This design comes from an exercise in tuning for small area and a short achievable clock period on the open sky130 flow, not from production work. Where RTL was checked, it was by simulation tests only, not by an equivalence proof against the original. Power figures rest on the tool's default switching activity, not on a simulated workload.

==> 03-20: inputs <==
// multiplier
module multiplier (
    input clk,
    input rst,
    input start,
    input [31:0] A,
    input [31:0] B,
    input [7:0] Physical_address_in,
    input [31:0] PC_in,
    output [63:0] Product,
    output reg done,
    output reg [7:0] Physical_address_out,
    output reg [31:0] PC_out
);
  reg r0_0;
  reg r0_1;
  reg r1_0;
  reg r2_0;
  reg r2_1;
  reg r3_0;
  reg r3_1;
  reg r4_0;
  reg r4_1;
  reg r5_0;
  reg r5_1;
  reg r6_0;
  reg r6_1;
  reg r7_0;
  reg r7_1;
  reg r8_0;
  reg r8_1;
  reg r9_0;
  reg r9_1;
  reg r10_0;
  reg r10_1;
  reg r11_0;
  reg r11_1;
  reg r12_0;
  reg r12_1;
  reg r13_0;
  reg r13_1;
  reg r14_0;
  reg r14_1;
  reg r15_0;
  reg r15_1;
  reg r16_0;
  reg r16_1;
  reg r17_0;
  reg r17_1;
  reg r18_0;
  reg r18_1;
  reg r19_0;
  reg r19_1;
  reg r20_0;
  reg r20_1;
  reg r21_0;
  reg r21_1;
  reg r22_0;
  reg r22_1;
  reg r23_0;
  reg r23_1;
  reg r24_0;
  reg r24_1;
  reg r25_0;
  reg r25_1;
  reg r26_0;
  reg r26_1;
  reg r27_0;
  reg r27_1;
  reg r28_0;
  reg r28_1;
  reg r29_0;
  reg r29_1;
  reg r30_0;
  reg r30_1;
  reg r31_0;
  reg r31_1;
  reg r32_0;
  reg r32_1;
  reg r33_0;
  reg r33_1;
  ...
==> flow/config.mk <==
export PLATFORM = sky130hd
export DESIGN_NAME = multiplier
export DESIGN_NICKNAME = multiplier
export VERILOG_FILES = /design/flow/design.v
export SDC_FILE = /design/flow/constraint.sdc
export NUM_CORES = 8
export LEC_CHECK = 0
export CAP_MARGIN = 20
export CORE_MARGIN = 2
export CORE_UTILIZATION = 40
export SETUP_SLACK_MARGIN = 0.5
export SLEW_MARGIN = 20
export SYNTH_HIERARCHICAL = 1
export SYNTH_MINIMUM_KEEP_SIZE = 0
==> flow/constraint.sdc <==
create_clock -name core_clock -period 5.0 [get_ports {clk}]
set_input_delay 1.0000 -clock core_clock [delete_from_list [all_inputs] [get_ports {clk}]]
set_output_delay 1.0000 -clock core_clock [all_outputs]
set_load 0.01 [all_outputs]
standard.sh (not shown) runs the stock make flow with config.mk's settings and CLKGATE_MAP_FILE= SYNTH_SCRIPT=/design/flow/synth_recipe.tcl, a recipe that flattens the netlist after the stock synthesis.
==> flow/flow/run.sh <==
#!/bin/bash
# Layout flow: the standard ORFS flow (standard.sh) with extra ORFS
# settings read from flow/knobs.txt (one VAR=value per line).
set -euo pipefail
knobs=()
while IFS= read -r line; do
  [[ -z "$line" || "$line" == \#* ]] && continue
  knobs+=("$line")
done < flow/knobs.txt
bash standard.sh "${knobs[@]}" finish > standard.log 2>&1
==> flow/flow/knobs.txt <==
BUFFER_PORTS_ARGS=-buffer_cell sky130_fd_sc_hd__buf_4
==> 11-03 (differences from 03-20) <==
Settings changed: SETUP_SLACK_MARGIN 0.5 to 1.4.
==> 10-10 (differences from 03-20) <==
--- a/flow/design.v
+++ b/flow/design.v
@@ -2261,48 +2261,48 @@
   PPSEL u_pp15_29 (.one(one15), .two(two15), .x(x15_29), .xm(x15_28), .pp(pp15_29));
   wire pp15_30;
   PPSEL u_pp15_30 (.one(one15), .two(two15), .x(x15_30), .xm(x15_29), .pp(pp15_30));
   wire pp15_31;
   PPSEL u_pp15_31 (.one(one15), .two(two15), .x(x15_31), .xm(x15_30), .pp(pp15_31));
   wire pp15_32;
   PPSEL u_pp15_32 (.one(one15), .two(two15), .x(B[31]), .xm(x15_31), .pp(pp15_32));
   wire ns15 = ~sgn15;
-  wire pp16_0 = B[31] & A[0];
-  wire pp16_1 = B[31] & A[1];
-  wire pp16_2 = B[31] & A[2];
-  wire pp16_3 = B[31] & A[3];
-  wire pp16_4 = B[31] & A[4];
-  wire pp16_5 = B[31] & A[5];
-  wire pp16_6 = B[31] & A[6];
-  wire pp16_7 = B[31] & A[7];
-  wire pp16_8 = B[31] & A[8];
-  wire pp16_9 = B[31] & A[9];
-  wire pp16_10 = B[31] & A[10];
-  wire pp16_11 = B[31] & A[11];
-  wire pp16_12 = B[31] & A[12];
-  wire pp16_13 = B[31] & A[13];
-  wire pp16_14 = B[31] & A[14];
-  wire pp16_15 = B[31] & A[15];
-  wire pp16_16 = B[31] & A[16];
-  wire pp16_17 = B[31] & A[17];
-  wire pp16_18 = B[31] & A[18];
-  wire pp16_19 = B[31] & A[19];
-  wire pp16_20 = B[31] & A[20];
-  wire pp16_21 = B[31] & A[21];
-  wire pp16_22 = B[31] & A[22];
-  wire pp16_23 = B[31] & A[23];
-  wire pp16_24 = B[31] & A[24];
-  wire pp16_25 = B[31] & A[25];
-  wire pp16_26 = B[31] & A[26];
-  wire pp16_27 = B[31] & A[27];
-  wire pp16_28 = B[31] & A[28];
-  wire pp16_29 = B[31] & A[29];
-  wire pp16_30 = B[31] & A[30];
-  wire pp16_31 = B[31] & A[31];
+  wire pp16_0 = (B[31] & A[0]);
+  wire pp16_1 = (B[31] & A[1]);
+  wire pp16_2 = (B[31] & A[2]);
+  wire pp16_3 = (B[31] & A[3]);
+  wire pp16_4 = (B[31] & A[4]);
+  wire pp16_5 = (B[31] & A[5]);
+  wire pp16_6 = (B[31] & A[6]);
+  wire pp16_7 = (B[31] & A[7]);
+  wire pp16_8 = (B[31] & A[8]);
+  wire pp16_9 = (B[31] & A[9]);
+  wire pp16_10 = (B[31] & A[10]);
+  wire pp16_11 = (B[31] & A[11]);
+  wire pp16_12 = (B[31] & A[12]);
+  wire pp16_13 = (B[31] & A[13]);
+  wire pp16_14 = (B[31] & A[14]);
+  wire pp16_15 = (B[31] & A[15]);
+  wire pp16_16 = (B[31] & A[16]);
+  wire pp16_17 = (B[31] & A[17]);
+  wire pp16_18 = (B[31] & A[18]);
+  wire pp16_19 = (B[31] & A[19]);
+  wire pp16_20 = (B[31] & A[20]);
+  wire pp16_21 = (B[31] & A[21]);
+  wire pp16_22 = (B[31] & A[22]);
+  wire pp16_23 = (B[31] & A[23]);
+  wire pp16_24 = (B[31] & A[24]);
+  wire pp16_25 = (B[31] & A[25]);
+  wire pp16_26 = (B[31] & A[26]);
+  wire pp16_27 = (B[31] & A[27]);
+  wire pp16_28 = (B[31] & A[28]);
+  wire pp16_29 = (B[31] & A[29]);
+  wire pp16_30 = (B[31] & A[30]);
+  wire pp16_31 = (B[31] & A[31]);
   wire s0, c0;
   wire s1, c1;
   wire s2, c2;
   wire s3, c3;
   wire s4, c4;
   wire s5, c5;
   wire s6, c6;
   wire s7, c7;
@@ -3054,74 +3054,75 @@
   FAX u_227 (.a(c100), .b(c98), .c(c99), .s(s227), .co(c227));
   FAX u_228 (.a(c101), .b(s102), .c(s103), .s(s228), .co(c228));
   FAX u_229 (.a(pp15_1), .b(s105), .c(s104), .s(s229), .co(c229));
   FAX u_230 (.a(c102), .b(c103), .c(c104), .s(s230), .co(c230));
   FAX u_231 (.a(c105), .b(s106), .c(s107), .s(s231), .co(c231));
   FAX u_232 (.a(pp16_0), .b(s109), .c(s108), .s(s232), .co(c232));
   FAX u_233 (.a(c106), .b(c107), .c(c108), .s(s233), .co(c233));
   FAX u_234 (.a(c109), .b(s110), .c(s111), .s(s234), .co(c234));
-  FAX u_235 (.a(1'b1), .b(s113), .c(s112), .s(s235), .co(c235));
+  FA1 u_235 (.a(s113), .b(s112), .s(s235), .co(c235));
   FAX u_236 (.a(c110), .b(c111), .c(c112), .s(s236), .co(c236));
   FAX u_237 (.a(c113), .b(s114), .c(s115), .s(s237), .co(c237));
-  FAX u_238 (.a(1'b1), .b(s117), .c(s116), .s(s238), .co(c238));
+  FA1 u_238 (.a(s117), .b(s116), .s(s238), .co(c238));
   FAX u_239 (.a(c114), .b(c115), .c(c116), .s(s239), .co(c239));
   FAX u_240 (.a(c117), .b(s118), .c(s119), .s(s240), .co(c240));
   FAX u_241 (.a(pp16_3), .b(s121), .c(s120), .s(s241), .co(c241));
   FAX u_242 (.a(c118), .b(c119), .c(c120), .s(s242), .co(c242));
   FAX u_243 (.a(c121), .b(s122), .c(s123), .s(s243), .co(c243));
-  FAX u_244 (.a(1'b1), .b(s125), .c(s124), .s(s244), .co(c244));
+  FA1 u_244 (.a(s125), .b(s124), .s(s244), .co(c244));
   FAX u_245 (.a(c122), .b(c123), .c(c124), .s(s245), .co(c245));
   FAX u_246 (.a(c125), .b(s126), .c(s127), .s(s246), .co(c246));
   FAX u_247 (.a(pp16_5), .b(s129), .c(s128), .s(s247), .co(c247));
   FAX u_248 (.a(c126), .b(c127), .c(c128), .s(s248), .co(c248));
   FAX u_249 (.a(c129), .b(s130), .c(s131), .s(s249), .co(c249));
-  FAX u_250 (.a(1'b1), .b(s132), .c(s133), .s(s250), .co(c250));
+  FA1 u_250 (.a(s132), .b(s133), .s(s250), .co(c250));
   FAX u_251 (.a(c132), .b(c130), .c(c131), .s(s251), .co(c251));
   FAX u_252 (.a(c133), .b(s134), .c(s135), .s(s252), .co(c252));
   FAX u_253 (.a(pp16_7), .b(s136), .c(s137), .s(s253), .co(c253));
   FAX u_254 (.a(c136), .b(c134), .c(c135), .s(s254), .co(c254));
   FAX u_255 (.a(c137), .b(s139), .c(s138), .s(s255), .co(c255));
-  FAX u_256 (.a(1'b1), .b(s140), .c(s141), .s(s256), .co(c256));
+  FA1 u_256 (.a(s140), .b(s141), .s(s256), .co(c256));
   FAX u_257 (.a(c140), .b(c139), .c(c138), .s(s257), .co(c257));
   FAX u_258 (.a(c141), .b(s143), .c(s142), .s(s258), .co(c258));
   FAX u_259 (.a(pp16_9), .b(s144), .c(s145), .s(s259), .co(c259));
   FAX u_260 (.a(c143), .b(c144), .c(c142), .s(s260), .co(c260));
   FAX u_261 (.a(c145), .b(s147), .c(s146), .s(s261), .co(c261));
-  FAX u_262 (.a(1'b1), .b(s148), .c(s149), .s(s262), .co(c262));
+  FA1 u_262 (.a(s148), .b(s149), .s(s262), .co(c262));
   FAX u_263 (.a(c147), .b(c148), .c(c146), .s(s263), .co(c263));
   FAX u_264 (.a(c149), .b(s151), .c(s150), .s(s264), .co(c264));
   FAX u_265 (.a(pp16_11), .b(s152), .c(s153), .s(s265), .co(c265));
   FAX u_266 (.a(c151), .b(c152), .c(c150), .s(s266), .co(c266));
   FAX u_267 (.a(c153), .b(s154), .c(s155), .s(s267), .co(c267));
-  FAX u_268 (.a(1'b1), .b(s157), .c(s156), .s(s268), .co(c268));
+  FA1 u_268 (.a(s157), .b(s156), .s(s268), .co(c268));
   FAX u_269 (.a(c154), .b(c155), .c(c156), .s(s269), .co(c269));
   FAX u_270 (.a(c157), .b(s158), .c(s159), .s(s270), .co(c270));
   FAX u_271 (.a(pp16_13), .b(pp15_15), .c(s160), .s(s271), .co(c271));
   FAX u_272 (.a(c158), .b(c159), .c(c160), .s(s272), .co(c272));
   FAX u_273 (.a(s163), .b(s161), .c(s162), .s(s273), .co(c273));
-  FAX u_274 (.a(1'b1), .b(pp16_14), .c(pp15_16), .s(s274), .co(c274));
+  FA1 u_274 (.a(pp16_14), .b(pp15_16), .s(s274), .co(c274));
   FAX u_275 (.a(c163), .b(c161), .c(c162), .s(s275), .co(c275));
   FAX u_276 (.a(pp13_21), .b(s164), .c(s165), .s(s276), .co(c276));
   FAX u_277 (.a(pp16_15), .b(pp14_19), .c(pp15_17), .s(s277), .co(c277));
   FAX u_278 (.a(c164), .b(c165), .c(s166), .s(s278), .co(c278));
   FAX u_279 (.a(pp13_22), .b(pp14_20), .c(s167), .s(s279), .co(c279));
-  FAX u_280 (.a(1'b1), .b(pp16_16), .c(pp15_18), .s(s280), .co(c280));
+  FA1 u_280 (.a(pp16_16), .b(pp15_18), .s(s280), .co(c280));
   FAX u_281 (.a(c167), .b(c166), .c(s168), .s(s281), .co(c281));
   FAX u_282 (.a(pp11_27), .b(pp12_25), .c(pp13_23), .s(s282), .co(c282));
   FAX u_283 (.a(pp16_17), .b(pp14_21), .c(pp15_19), .s(s283), .co(c283));
   FAX u_284 (.a(pp11_28), .b(s169), .c(c168), .s(s284), .co(c284));
   FAX u_285 (.a(pp12_26), .b(pp13_24), .c(pp14_22), .s(s285), .co(c285));
-  FAX u_286 (.a(1'b1), .b(pp16_18), .c(pp15_20), .s(s286), .co(c286));
+  FA1 u_286 (.a(pp16_18), .b(pp15_20), .s(s286), .co(c286));
   FAX u_287 (.a(ns9), .b(pp10_31), .c(c169), .s(s287), .co(c287));
   FAX u_288 (.a(pp11_29), .b(pp12_27), .c(pp13_25), .s(s288), .co(c288));
   FAX u_289 (.a(pp16_19), .b(pp14_23), .c(pp15_21), .s(s289), .co(c289));
   FAX u_290 (.a(pp10_32), .b(pp11_30), .c(pp12_28), .s(s290), .co(c290));
   FAX u_291 (.a(pp13_26), .b(pp14_24), .c(pp15_22), .s(s291), .co(c291));
-  HA u_292 (.a(1'b1), .b(pp16_20), .s(s292), .co(c292));
+  assign s292 = ~pp16_20;
+  assign c292 = pp16_20;
   FAX u_293 (.a(ns10), .b(pp11_31), .c(pp12_29), .s(s293), .co(c293));
   FAX u_294 (.a(pp13_27), .b(pp14_25), .c(pp15_23), .s(s294), .co(c294));
   FAX u_295 (.a(pp11_32), .b(pp12_30), .c(pp13_28), .s(s295), .co(c295));
   HA u_296 (.a(pp14_26), .b(pp15_24), .s(s296), .co(c296));
   FAX u_297 (.a(ns11), .b(pp12_31), .c(pp13_29), .s(s297), .co(c297));
   HA u_298 (.a(pp12_32), .b(pp13_30), .s(s298), .co(c298));
   HA u_299 (.a(pp0_6), .b(pp1_4), .s(s299), .co(c299));
   HA u_300 (.a(pp0_7), .b(pp1_5), .s(s300), .co(c300));
@@ -3213,25 +3214,26 @@
   FAX u_386 (.a(s286), .b(s285), .c(s284), .s(s386), .co(c386));
   FAX u_387 (.a(c285), .b(c286), .c(c284), .s(s387), .co(c387));
   FAX u_388 (.a(s288), .b(s289), .c(s287), .s(s388), .co(c388));
   FAX u_389 (.a(c288), .b(c289), .c(c287), .s(s389), .co(c389));
   FAX u_390 (.a(s292), .b(s290), .c(s291), .s(s390), .co(c390));
   FAX u_391 (.a(c292), .b(c290), .c(c291), .s(s391), .co(c391));
   FAX u_392 (.a(pp16_21), .b(s293), .c(s294), .s(s392), .co(c392));
   FAX u_393 (.a(c293), .b(c294), .c(s295), .s(s393), .co(c393));
-  FAX u_394 (.a(1'b1), .b(pp16_22), .c(s296), .s(s394), .co(c394));
+  FA1 u_394 (.a(pp16_22), .b(s296), .s(s394), .co(c394));
   FAX u_395 (.a(c296), .b(c295), .c(s297), .s(s395), .co(c395));
   FAX u_396 (.a(pp16_23), .b(pp14_27), .c(pp15_25), .s(s396), .co(c396));
   FAX u_397 (.a(pp14_28), .b(s298), .c(c297), .s(s397), .co(c397));
-  FAX u_398 (.a(1'b1), .b(pp16_24), .c(pp15_26), .s(s398), .co(c398));
+  FA1 u_398 (.a(pp16_24), .b(pp15_26), .s(s398), .co(c398));
   FAX u_399 (.a(ns12), .b(pp13_31), .c(c298), .s(s399), .co(c399));
   FAX u_400 (.a(pp16_25), .b(pp14_29), .c(pp15_27), .s(s400), .co(c400));
   FAX u_401 (.a(pp13_32), .b(pp14_30), .c(pp15_28), .s(s401), .co(c401));
-  HA u_402 (.a(1'b1), .b(pp16_26), .s(s402), .co(c402));
+  assign s402 = ~pp16_26;
+  assign c402 = pp16_26;
   FAX u_403 (.a(ns13), .b(pp14_31), .c(pp15_29), .s(s403), .co(c403));
   HA u_404 (.a(pp14_32), .b(pp15_30), .s(s404), .co(c404));
   HA u_405 (.a(pp0_4), .b(pp1_2), .s(s405), .co(c405));
   HA u_406 (.a(pp0_5), .b(pp1_3), .s(s406), .co(c406));
   FAX u_407 (.a(pp2_2), .b(pp3_0), .c(s299), .s(s407), .co(c407));
   FAX u_408 (.a(pp2_3), .b(c299), .c(s300), .s(s408), .co(c408));
   FAX u_409 (.a(c300), .b(s302), .c(s301), .s(s409), .co(c409));
   FAX u_410 (.a(c302), .b(c301), .c(s303), .s(s410), .co(c410));
@@ -3341,19 +3343,19 @@
   FAX u_514 (.a(s390), .b(s453), .c(c452), .s(s514), .co(c514));
   FAX u_515 (.a(s392), .b(s454), .c(c453), .s(s515), .co(c515));
   FAX u_516 (.a(s394), .b(s455), .c(c454), .s(s516), .co(c516));
   FAX u_517 (.a(s396), .b(c455), .c(s456), .s(s517), .co(c517));
   FAX u_518 (.a(s398), .b(c456), .c(s457), .s(s518), .co(c518));
   FAX u_519 (.a(s400), .b(s458), .c(c457), .s(s519), .co(c519));
   FAX u_520 (.a(s402), .b(s459), .c(c458), .s(s520), .co(c520));
   FAX u_521 (.a(pp16_27), .b(s460), .c(c459), .s(s521), .co(c521));
-  FAX u_522 (.a(1'b1), .b(s461), .c(c460), .s(s522), .co(c522));
+  FA1 u_522 (.a(s461), .b(c460), .s(s522), .co(c522));
   FAX u_523 (.a(pp16_29), .b(s462), .c(c461), .s(s523), .co(c523));
-  FAX u_524 (.a(1'b1), .b(s463), .c(c462), .s(s524), .co(c524));
+  FA1 u_524 (.a(s463), .b(c462), .s(s524), .co(c524));
   FAX u_525 (.a(ns15), .b(pp16_31), .c(c463), .s(s525), .co(c525));
   always @(posedge clk) begin
     done <= start & ~rst;
     Physical_address_out <= Physical_address_in;
     PC_out <= PC_in;
     r0_0 <= pp0_0;
     r0_1 <= sgn0;
     r1_0 <= pp0_1;
@@ -3495,27 +3497,47 @@
   XOR2 u_x1 (.a(a), .b(b), .y(t));
   XOR2 u_x2 (.a(t), .b(c), .y(s));
   MAJ u_m (.a(a), .b(b), .c(c), .y(co));
 endmodule
 module HA (input a, input b, output s, output co);
   assign s = a ^ b;
   assign co = a & b;
 endmodule
+module HAN (input a, input b, output s, output co);
+  XNOR2 u_s (.a(a), .b(b), .y(s));
+  OR2 u_c (.a(a), .b(b), .y(co));
+endmodule
+module OR2 (input a, input b, output y);
+  assign y = a | b;
+endmodule
+module FA1 (input a, input b, output s, output co);
+  XNOR2 u_s (.a(a), .b(b), .y(s));
+  OR2 u_c (.a(a), .b(b), .y(co));
+endmodule
 module MAJ (input a, input b, input c, output y);
   assign y = (a & b) | (a & c) | (b & c);
 endmodule
 module BENC (input x2, input x1, input x0, output one, output two, output sgn);
-  assign one = x1 ^ x0;
-  assign two = ~one & (x2 ^ x1);
-  assign sgn = x2 & ~(x1 & x0);
+  XOR2 u_one (.a(x1), .b(x0), .y(one));
+  BTWO u_two (.x2(x2), .x1(x1), .x0(x0), .y(two));
+  BSGN u_sgn (.x2(x2), .x1(x1), .x0(x0), .y(sgn));
+endmodule
+module BTWO (input x2, input x1, input x0, output y);
+  assign y = x2 ? (~x1 & ~x0) : (x1 & x0);
+endmodule
+module BSGN (input x2, input x1, input x0, output y);
+  assign y = x2 & ~(x1 & x0);
 endmodule
 module PPSEL (input one, input two, input x, input xm, output pp);
   assign pp = (one & x) | (two & xm);
 endmodule
+module PPSELN (input one, input two, input x, input xm, output pp);
+  assign pp = ~((one & x) | (two & xm));
+endmodule
 module INV (input a, output y);
   assign y = ~a;
 endmodule
 module NAND2 (input a, input b, output y);
   assign y = ~(a & b);
 endmodule
 module NOR2 (input a, input b, output y);
   assign y = ~(a | b);
==> flow/flow/run.sh (replaced) <==
#!/bin/bash
# Layout flow: the standard ORFS flow (standard.sh) with extra ORFS
# settings read from flow/knobs.txt (one VAR=value per line; @FLOW@ stands
# for this flow folder). Its output goes to standard.log.
set -euo pipefail
flowdir="$(pwd)/flow"
knobs=()
while IFS= read -r line; do
  [[ -z "$line" || "$line" == \#* ]] && continue
  knobs+=("${line//@FLOW@/$flowdir}")
done < flow/knobs.txt
bash standard.sh "${knobs[@]}" finish > standard.log 2>&1
==> flow/flow/downsize.tcl (new file) <==
# Start the layout from the smallest drive strength of every logic cell that
# synthesis sized up; the flow's timing repair then sizes up what needs it.
set n 0
foreach inst [[ord::get_db_block] getInsts] {
  set m [[$inst getMaster] getName]
  if {![regexp {^(sky130_fd_sc_hd__[a-z0-9]+)_([0-9]+)$} $m -> base size]} { continue }
  if {$size <= 1} { continue }
  if {[string match "*df*" $base] || [string match "*conb*" $base] || [string match "*clk*" $base]} { continue }
  set small [get_lib_cells -quiet ${base}_1]
  if {$small == ""} { continue }
  replace_cell [$inst getName] $small
  incr n
}
puts "downsize: $n cells set to drive strength 1"
==> flow/flow/knobs.txt (replaced) <==
BUFFER_PORTS_ARGS=-buffer_cell sky130_fd_sc_hd__buf_4
PRE_FLOORPLAN_TCL=@FLOW@/downsize.tcl
Settings changed: SETUP_SLACK_MARGIN 0.5 to 1.0.
==> summary.txt <==
Clock buffers and inverters, area share: 0.0135
Met3 wirelength from detailed routing: 9930 um
Met2 routing resource usage after global routing: 0.444
End point of the critical path: r41_1$_DFF_P_
Max IR drop VDD: 0.484 mV
Met2 WL: 54,300 um
Global-route wire length before repair: 176,000 um
Result of the run: timing/DRC/antenna clean
Placed standard-cell area: 36,000 um2
Antenna violations before repair: 3
Die Area: 82,700 um2
Slack of the critical path: 1060 ps
P_seq: 2960 uW
CP max FO: 6
Static Leakage: 0.0188 uW
Height of the die: 288 um
Sequential fraction of total cell area: 0.0770
Utilization of the core after routing: 0.556
Total power after layout: 36,700 uW
(the above is from 11-03)
==> summary.txt <==
Met2 WL: 50,700 um
Antenna violations before repair: 3
Height of the die: 281 um
Utilization of the core after routing: 0.492
Met3 wirelength from detailed routing: 8880 um
Placed standard-cell area: 35,000 um2
Met2 routing resource usage after global routing: 0.448
CP max FO: 11
Global-route wire length before repair: 169,000 um
Die Area: 79,200 um2
Result of the run: timing/DRC/antenna clean
Total power after layout: 28,000 uW
(the above is from 10-10)
==> summary.txt <==
Global-route wire length before repair: 168,000 um
End point of the critical path: r40_0$_DFF_P_
Result of the run: timing/DRC/antenna clean
Placed standard-cell area: 35,900 um2
P_seq: 2630 uW
Clock buffers and inverters, area share: 0.0171
Met2 WL: 48,400 um
Height of the die: 288 um
Slack of the critical path: 652 ps
Max IR drop VDD: 0.441 mV
Antenna violations before repair: 6
Sequential fraction of total cell area: 0.0922
(the above is from 03-20)
Testbench counts of 10-10, summed over its fixed seeds: latency 24,000, ops 24,000.
No functional check of the RTL was part of 03-20 and 11-03.

[afterwards: timing with drivers on the ports]
The results above use ideal ports. As a check the final layouts listed here were re-extracted and re-timed, cells and wires unchanged. Step 1: set_driving_cell puts a clkbuf_16 on clk and a buf_2 on each other input, an assumption about the parent block. Step 2 also shifts input and output timing later by t, the mid clock arrival at the registers, as if the neighbouring blocks saw the same clock. Slacks: ideal / step 1 / step 2; pairs: ideal / step 1.
| run | t (ns) | setup WS [ns] | worst setup path after step 2 | worst data-port slew with drivers (ns) | cell pins on the clock port's net |
|---|---|---|---|---|---|
| 03-20 | 0.512 | 0.652 / 0.670 / 0.158 | input to register | 0.11 | 1 |
| 11-03 | 0.507 | 1.064 / 1.073 / 0.566 | input to register | 0.10 | 1 |
| 10-10 | 0.506 | 1.022 / 1.038 / 0.532 | input to register | 0.07 | 1 |
After both steps every run listed still meets setup and hold. For 11-03, which loses most, drivers alone change the setup slack by +0.009 ns; drivers and shift together by -0.498 ns.
